This is an optimization exercise on Yosys and OpenROAD, whose aim is small area, a short achievable clock period and few clock cycles per item, not a production implementation. The RTL was checked by simulation tests, not by an equivalence proof against the original design. Power and IR drop assume default switching activity.

// Final_p
module Final_p(quotient, remainder, done, rowk, columnk, equal, clk, rst);
==> flow/config.mk <==
export PLATFORM = sky130hd
export DESIGN_NAME = Final_p
export DESIGN_NICKNAME = Final_p
export VERILOG_FILES = /design/flow/design.v
export SDC_FILE = /design/flow/constraint.sdc
export NUM_CORES = 4
export LEC_CHECK = 0
export CAP_MARGIN = 20
export CORE_MARGIN = 2
export CORE_UTILIZATION = 65
export PLACE_DENSITY = 0.8
export SETUP_SLACK_MARGIN = 1.2
export SLEW_MARGIN = 20
==> flow/constraint.sdc <==
create_clock -name core_clock -period 4.0 [get_ports {clk}]
set_input_delay 0.8000 -clock core_clock [delete_from_list [all_inputs] [get_ports {clk}]]
set_output_delay 0.8000 -clock core_clock [all_outputs]
set_load 0.01 [all_outputs]
standard.sh (not shown) runs the stock make flow with config.mk's settings and CLKGATE_MAP_FILE= SYNTH_SCRIPT=/design/flow/synth_recipe.tcl, a recipe that flattens the netlist after the stock synthesis.
==> flow/flow/run.sh <==
#!/bin/bash
# The standard layout (standard.sh), with these make settings changed:
#  - plain sky130_fd_sc_hd__buf_1 cells as the port buffers (every port still gets one);
#  - MATCH_CELL_FOOTPRINT=0: the resizer may swap a cell for any other of the
#    same function;
#  - CTS_ARGS: clock tree synthesis without dummy loads.
# Synthesis is the standard one.  The full make output goes to standard.log.
set -u
bash standard.sh finish \
  'BUFFER_PORTS_ARGS=-buffer_cell sky130_fd_sc_hd__buf_1' \
  MATCH_CELL_FOOTPRINT=0 \
  'CTS_ARGS=-sink_clustering_enable -repair_clock_nets -dont_use_dummy_load -buf_list sky130_fd_sc_hd__clkbuf_4 -sink_clustering_size 40 -sink_clustering_max_diameter 200' > standard.log 2>&1
The starting point finished clean.
Testbench counts at the start, summed over its fixed seeds: cycles 9,363, divisions 1,600.
Next try:
==> flow/flow/run.sh (replaced) <==
#!/bin/bash
set -u
bash standard.sh finish \
  ADDER_MAP_FILE= \
  'BUFFER_PORTS_ARGS=-buffer_cell sky130_fd_sc_hd__buf_1' \
  MATCH_CELL_FOOTPRINT=0 \
  'CTS_ARGS=-sink_clustering_enable -repair_clock_nets -dont_use_dummy_load -buf_list sky130_fd_sc_hd__clkbuf_4 -sink_clustering_size 40 -sink_clustering_max_diameter 200' > standard.log 2>&1
Result:
- worst setup slack gets worse by 0.073 ns
- cell area shrinks slightly
- clock skew shrinks by 0.017 ns
- wire length grows slightly
Next try:
--- a/flow/flow/run.sh
+++ b/flow/flow/run.sh
@@ -1,6 +1,11 @@
 #!/bin/bash
+# The standard layout (standard.sh), with these make settings changed:
+#  - plain sky130_fd_sc_hd__buf_1 cells as the port buffers (every port still gets one);
+#  - MATCH_CELL_FOOTPRINT=0: the resizer may swap a cell for any other of the
+#    same function;
+#  - CTS_ARGS: clock tree synthesis without dummy loads.
+# Synthesis is the standard one.  The full make output goes to standard.log.
 set -u
 bash standard.sh finish \
-  ADDER_MAP_FILE= \
   'BUFFER_PORTS_ARGS=-buffer_cell sky130_fd_sc_hd__buf_1' \
   MATCH_CELL_FOOTPRINT=0 \
Settings changed: GPL_ROUTABILITY_DRIVEN from default to 0.
The new run produced a clean layout.
Via count goes down by 1.4%.
Global-route usage goes down by 2.1 points.
Power goes up by 22%.
Register-to-register slack improves by 0.07 ns.
Next try:
--- a/flow/flow/run.sh
+++ b/flow/flow/run.sh
@@ -10,3 +10,3 @@
   'BUFFER_PORTS_ARGS=-buffer_cell sky130_fd_sc_hd__buf_1' \
   MATCH_CELL_FOOTPRINT=0 \
-  'CTS_ARGS=-sink_clustering_enable -repair_clock_nets -dont_use_dummy_load -buf_list sky130_fd_sc_hd__clkbuf_4 -sink_clustering_size 40 -sink_clustering_max_diameter 200' > standard.log 2>&1
+  'CTS_ARGS=-sink_clustering_enable -repair_clock_nets -dont_use_dummy_load -buf_list sky130_fd_sc_hd__clkbuf_8 -sink_clustering_size 40 -sink_clustering_max_diameter 200' > standard.log 2>&1
Settings changed: GPL_ROUTABILITY_DRIVEN 0 to default, SETUP_SLACK_MARGIN 1.2 to 1.3, TNS_END_PERCENT from default to 10.
What happened: The changed run passed the timing, DRC and antenna checks; synthesized area stays the same; final cell count came out lower by 0.54%; flip-flop and latch count does not change; routed wire length stays flat; combinational power came out lower by about 2%; final area came out higher by 0.67%; power came out higher by 2.5%; non-clock buffer count came out lower by 3.
Next try:
--- a/flow/flow/run.sh
+++ b/flow/flow/run.sh
@@ -10,3 +10,3 @@
   'BUFFER_PORTS_ARGS=-buffer_cell sky130_fd_sc_hd__buf_1' \
   MATCH_CELL_FOOTPRINT=0 \
-  'CTS_ARGS=-sink_clustering_enable -repair_clock_nets -dont_use_dummy_load -buf_list sky130_fd_sc_hd__clkbuf_8 -sink_clustering_size 40 -sink_clustering_max_diameter 200' > standard.log 2>&1
+  'CTS_ARGS=-sink_clustering_enable -repair_clock_nets -dont_use_dummy_load -buf_list sky130_fd_sc_hd__clkbuf_4 -sink_clustering_size 40 -sink_clustering_max_diameter 200' > standard.log 2>&1
The new run ran to the end with no violations.
Sequential power barely changes.
Non-clock buffer count rises by 1.
Routed wire length is about the same.
Cell count hardly moves.
Sequential share of layout area rises by 0.55 points.
Global-route usage stays flat.
Worst hold slack gets worse by 0.072 ns.
Flip-flop and latch count is unchanged.
Worst setup slack gets worse by 0.049 ns.

== run 1 ==
Final_p again, from the RTL that the note above started with.
==> flow/design.v (excerpt) <==
module Final_p(quotient, remainder, done, rowk, columnk, equal, clk, rst);
clock: 4.0 ns
lec_check: 0
cap_margin: 20
core_margin: 2
core_utilization: 65
place_density: 0.8
setup_slack_margin: 1.4
slew_margin: 20
tns_end_percent: 10
==> flow/flow/run.sh <==
#!/bin/bash
# The standard layout (standard.sh), with these make settings changed:
#  - plain sky130_fd_sc_hd__buf_1 cells as the port buffers (every port still gets one);
#  - MATCH_CELL_FOOTPRINT=0: the resizer may swap a cell for any other of the
#    same function;
#  - CTS_ARGS: clock tree synthesis without dummy loads.
# Synthesis is the standard one.  The full make output goes to standard.log.
set -u
bash standard.sh finish \
  'BUFFER_PORTS_ARGS=-buffer_cell sky130_fd_sc_hd__buf_1' \
  MATCH_CELL_FOOTPRINT=0 \
  'CTS_ARGS=-sink_clustering_enable -repair_clock_nets -dont_use_dummy_load -buf_list sky130_fd_sc_hd__clkbuf_4 -sink_clustering_size 40 -sink_clustering_max_diameter 200' > standard.log 2>&1
Testbench counts of run 1, summed over its fixed seeds: cycles 9,363, divisions 1,600.
[inputs] run 2 vs run 1
Settings: CORE_UTILIZATION changed from 65 to 60; TNS_END_PERCENT removed (was 10); PLACE_DENSITY changed from 0.8 to 0.75; SETUP_SLACK_MARGIN changed from 1.4 to 1.2.
==> summary.txt <==
Run 2 falls short of run 1 in worst path setup slack after routing. Per the comparison of run 2 with run 1, sequential cell area share shows an increase of 1.0 points; number of global-route vias before repair lower.
#### Input delta (run 3 over run 2)
Settings: a change of SETUP_SLACK_MARGIN from 1.2 to 1.25; a change of PLACE_DENSITY from 0.75 to 0.8; a change of CORE_UTILIZATION from 60 to 65.
- Run 3: all stages complete, timing, DRC and antenna checks passed
- Diff run 3 and run 2: average wire length per cell after detail routing lower in run 2
- Against run 2, run 3 comes in 4 lower on critical path depth.
- Changes observed in run 3 relative to run 2: number of fill cells lost 132; overall via count from detail_route increased 99.
Setup changes, run 3 to run 4
Settings: changing SETUP_SLACK_MARGIN from 1.25 to 1.2.
-- flow/flow/run.sh --
<<< run 3, line 11
  MATCH_CELL_FOOTPRINT=0 \
  'CTS_ARGS=-sink_clustering_enable -repair_clock_nets -dont_use_dummy_load -buf_list sky130_fd_sc_hd__clkbuf_4 -sink_clustering_size 40 -sink_clustering_max_diameter 200' > standard.log 2>&1
>>> run 4, line 11
  MATCH_CELL_FOOTPRINT=0 \
  'CTS_ARGS=-sink_clustering_enable -repair_clock_nets -dont_use_dummy_load -buf_list sky130_fd_sc_hd__clkbuf_8 -sink_clustering_size 40 -sink_clustering_max_diameter 200' > standard.log 2>&1
Results
- The cell area after placement of run 3 and that of run 4 are within noise of each other.
- Compared with run 3, run 4 is the more power-hungry design.
- Slowest stage cell on the critical path: sky130_fd_sc_hd__edfxtp_1 -> run 3, sky130_fd_sc_hd__fa_2 -> run 4
- Run 4 ended with more global-route met1 utilization than run 3.
- Run comparison: run 4 first element of the critical path cnt[0]; run 3 first element of the critical path r[8]
- Run 3 → run 4: total routed wirelength shrank by 2.2%; total track usage went down 0.32 points; pre-CTS worst setup slack up 0.024 ns.

The RTL this note starts from:
==> flow/design.v <==
`timescale 1ns / 1ps
module Final_p(quotient, remainder, done, rowk, columnk, equal, clk, rst);
output [15:0] quotient, remainder;
output done;
input equal, clk, rst;
input [3:0] rowk, columnk;
function [4:0] add5;
	input [4:0] x;
	input [4:0] k;
	integer v;
	begin
		add5 = 5'd0;
		for (v = 0; v < 32; v = v + 1)
			if (x == v)
				add5 = v + k;
	end
endfunction
wire row_ok = (rowk == 4'd1) | (rowk == 4'd2) | (rowk == 4'd4) | (rowk == 4'd8);
wire col_ok = (columnk == 4'd1) | (columnk == 4'd2) | (columnk == 4'd4) | (columnk == 4'd8);
wire kv = row_ok & col_ok;
wire [3:0] d;
assign d[3] = rowk[3] | (rowk[2] & ~columnk[1]) | (rowk[1] & columnk[3]);
assign d[2] = rowk[3] | (rowk[1] & ~columnk[3]) | (rowk[0] & columnk[3]);
assign d[1] = ((rowk[3] | rowk[2]) & (columnk[3] | columnk[2])) |
              ((rowk[1] | rowk[0]) & (columnk[2] | columnk[1]));
assign d[0] = (rowk[3] & (columnk[3] | columnk[1])) | (rowk[2] & (columnk[3] | columnk[0])) |
              ((rowk[1] | rowk[0]) & (columnk[2] | columnk[0]));
reg prev_kv;
wire press = kv & ~prev_kv;
reg [2:0] cnt;		 
reg full;		 
reg [15:0] r;		 
reg [15:0] dv;		 
reg [15:0] q;		 
reg [4:0] p;		 
reg nz;			 
wire dnz = (d != 4'd0);
wire first = (cnt == 3'd4);
wire last = (cnt == 3'd7);
wire nzp = nz & ~first;					 
wire [3:0] nd = d[3] ? d : d[2] ? {d[2:0], 1'b0} : d[1] ? {d[1:0], 2'b0} : {d[0], 3'b0};
wire [4:0] pm1 = add5(p, 5'd31);
wire [4:0] pm2 = add5(p, 5'd30);
wire [4:0] pm3 = add5(p, 5'd29);
wire [4:0] pm4 = add5(p, 5'd28);
wire [4:0] pl = d[3] ? pm4 : d[2] ? pm3 : d[1] ? pm2 : pm1;
reg [4:0] pa;
always @(*) begin
	case ({cnt[1:0], d[3], d[2], d[1]})
		5'b00100, 5'b00101, 5'b00110, 5'b00111: pa = 5'd12;
		5'b00010, 5'b00011: pa = 5'd11;
		5'b00001: pa = 5'd10;
		5'b00000: pa = 5'd9;
		5'b01100, 5'b01101, 5'b01110, 5'b01111: pa = 5'd8;
		5'b01010, 5'b01011: pa = 5'd7;
		5'b01001: pa = 5'd6;
		5'b01000: pa = 5'd5;
		5'b10100, 5'b10101, 5'b10110, 5'b10111: pa = 5'd4;
		5'b10010, 5'b10011: pa = 5'd3;
		5'b10001: pa = 5'd2;
		5'b10000: pa = 5'd1;
		5'b11100, 5'b11101, 5'b11110, 5'b11111: pa = 5'd0;
		5'b11010, 5'b11011: pa = 5'd31;
		5'b11001: pa = 5'd30;
		default: pa = 5'd29;
	endcase
end
reg [15:0] placed;
integer i, j;
always @(*) begin
	placed = 16'd0;
	for (i = 0; i < 16; i = i + 1)
		for (j = 0; j < 4; j = j + 1)
			if (p == ((i - j) & 31))
				placed[i] = placed[i] | (nzp ? d[j] : nd[j]);
end
wire run = nz & ~((p[4:2] == 3'b011) | (p[4:2] == 3'b100) | (p[4:2] == 3'b101) | (p[4:2] == 3'b110));
wire step = full & run;
wire [16:0] diff = {1'b0, r} - {1'b0, dv};
wire ge = ~diff[16];
assign done = equal & full & ~run;
assign quotient = q;
assign remainder = r;
always @(posedge clk or posedge rst) begin
	if (rst) begin
		prev_kv <= 1'b0;
		cnt <= 3'd0;
		full <= 1'b0;
	end
	else begin
		prev_kv <= kv;
		if (press) begin
			cnt <= {cnt[2] ^ (cnt[1] & cnt[0]), cnt[1] ^ cnt[0], ~cnt[0]};
			full <= last;
		end
	end
end
always @(posedge clk) begin
	if (press & ~cnt[2])
		r <= {r[11:0], d};
	else if (step & ge)
		r <= diff[15:0];
	if ((press & cnt[2]) | step)
		dv <= cnt[2] ? ((first ? 16'd0 : dv) | placed) : {1'b0, dv[15:1]};
	if ((press & last) | step)
		q <= cnt[2] ? {16{~(nzp | dnz)}} : {q[14:0], ge};
	if (press) begin
		if (~cnt[2]) begin
			if (cnt[1:0] == 2'd0)
				p <= dnz ? pa : 5'b11100;
			else if (~nz & dnz)
				p <= pa;
			nz <= (nz & (cnt[1:0] != 2'd0)) | dnz;
		end
		else begin
			nz <= nzp | dnz;
			if (nzp)
				p <= pm4;
			else if (dnz)
				p <= pl;
		end
	end
	else if (step)
		p <= pm1;
end
endmodule
Settings: LEC_CHECK=0, CAP_MARGIN=20, CORE_MARGIN=2, CORE_UTILIZATION=40, CTS_BUF_LIST=sky130_fd_sc_hd__clkbuf_8, CTS_CLUSTER_DIAMETER=200, CTS_CLUSTER_SIZE=40, SETUP_SLACK_MARGIN=1.2, SLEW_MARGIN=20; clock period 4.0 ns.
==> flow/flow/run.sh <==
#!/bin/bash
# Standard ORFS layout, with plain buffers on the ports and the resizer free to
# swap any cell for another of the same function.
set -u
bash standard.sh finish \
  'BUFFER_PORTS_ARGS=-buffer_cell sky130_fd_sc_hd__buf_1' \
  MATCH_CELL_FOOTPRINT=0 > standard.log 2>&1
The first run ran to the end with no violations.
Testbench counts at the start, summed over its fixed seeds: cycles 9,363, divisions 1,600.
Then changed:
--- a/flow/flow/run.sh
+++ b/flow/flow/run.sh
@@ -4,4 +4,4 @@
 set -u
 bash standard.sh finish \
-  'BUFFER_PORTS_ARGS=-buffer_cell sky130_fd_sc_hd__buf_1' \
+  'BUFFER_PORTS_ARGS=-buffer_cell sky130_fd_sc_hd__buf_2' \
   MATCH_CELL_FOOTPRINT=0 > standard.log 2>&1
CTS_BUF_LIST = unset   (was sky130_fd_sc_hd__clkbuf_8)
CTS_CLUSTER_DIAMETER = unset   (was 200)
CTS_CLUSTER_SIZE = unset   (was 40)
SETUP_SLACK_MARGIN = 1.0   (was 1.2)
Result:
- The changed run completed with no timing, DRC or antenna violations
- clock power rises by 30%
- worst setup slack gets worse by 0.12 ns
- die area stays the same
- worst hold slack improves by 0.060 ns
- cell count goes down by 1.4%
- total power increases by 7.1%
- critical path depth rose by 1
- design area stays flat
- via count is lower by 2.2%

==> separate check: timing with driven ports <==
The results above use ideal ports. As a check the final layouts listed here were re-extracted and re-timed, cells and wires unchanged. Step 1 sets driving cells, clkbuf_16 on the clock port and buf_2 on the other inputs (assumed; they add their load-dependent delay and slew). Step 2, shift: input delay + t, output delay - t, t = (earliest + latest rising clock arrival at the registers) / 2. This alone moves slack from input paths to output paths. Slacks: ideal ports / drivers / drivers and shift; pairs: ideal ports / drivers.
run	t, ns	setup slack, ns	hold WS [ns]	worst data-port slew with drivers (ns)
the first run of note 1	0.420	1.333 / 1.333 / 0.957	0.267 / 0.258 / 0.562	0.03
the second run of note 1	0.415	1.260 / 1.260 / 0.915	0.257 / 0.250 / 0.575	0.03
the third run of note 1	0.420	1.333 / 1.333 / 0.957	0.267 / 0.258 / 0.562	0.03
the fourth run of note 1	0.363	1.352 / 1.352 / 1.013	0.323 / 0.313 / 0.568	0.03
the fifth run of note 1	0.423	1.304 / 1.305 / 0.887	0.251 / 0.241 / 0.562	0.03
run 1	0.419	1.347 / 1.354 / 0.934	0.260 / 0.251 / 0.552	0.03
run 2	0.410	1.328 / 1.328 / 1.000	0.261 / 0.252 / 0.567	0.03
run 3	0.419	1.410 / 1.410 / 1.036	0.257 / 0.246 / 0.554	0.03
run 4	0.365	1.325 / 1.325 / 1.014	0.335 / 0.325 / 0.555	0.03
the first run of note 3	0.388	1.225 / 1.238 / 0.850	0.299 / 0.284 / 0.568	0.03
the second run of note 3	0.366	1.105 / 1.120 / 0.754	0.359 / 0.344 / 0.566	0.03
After both steps setup and hold are still met in every run listed. For the fifth run of note 1, which loses most, drivers alone change the setup slack by +0.001 ns; drivers and shift together by -0.417 ns.
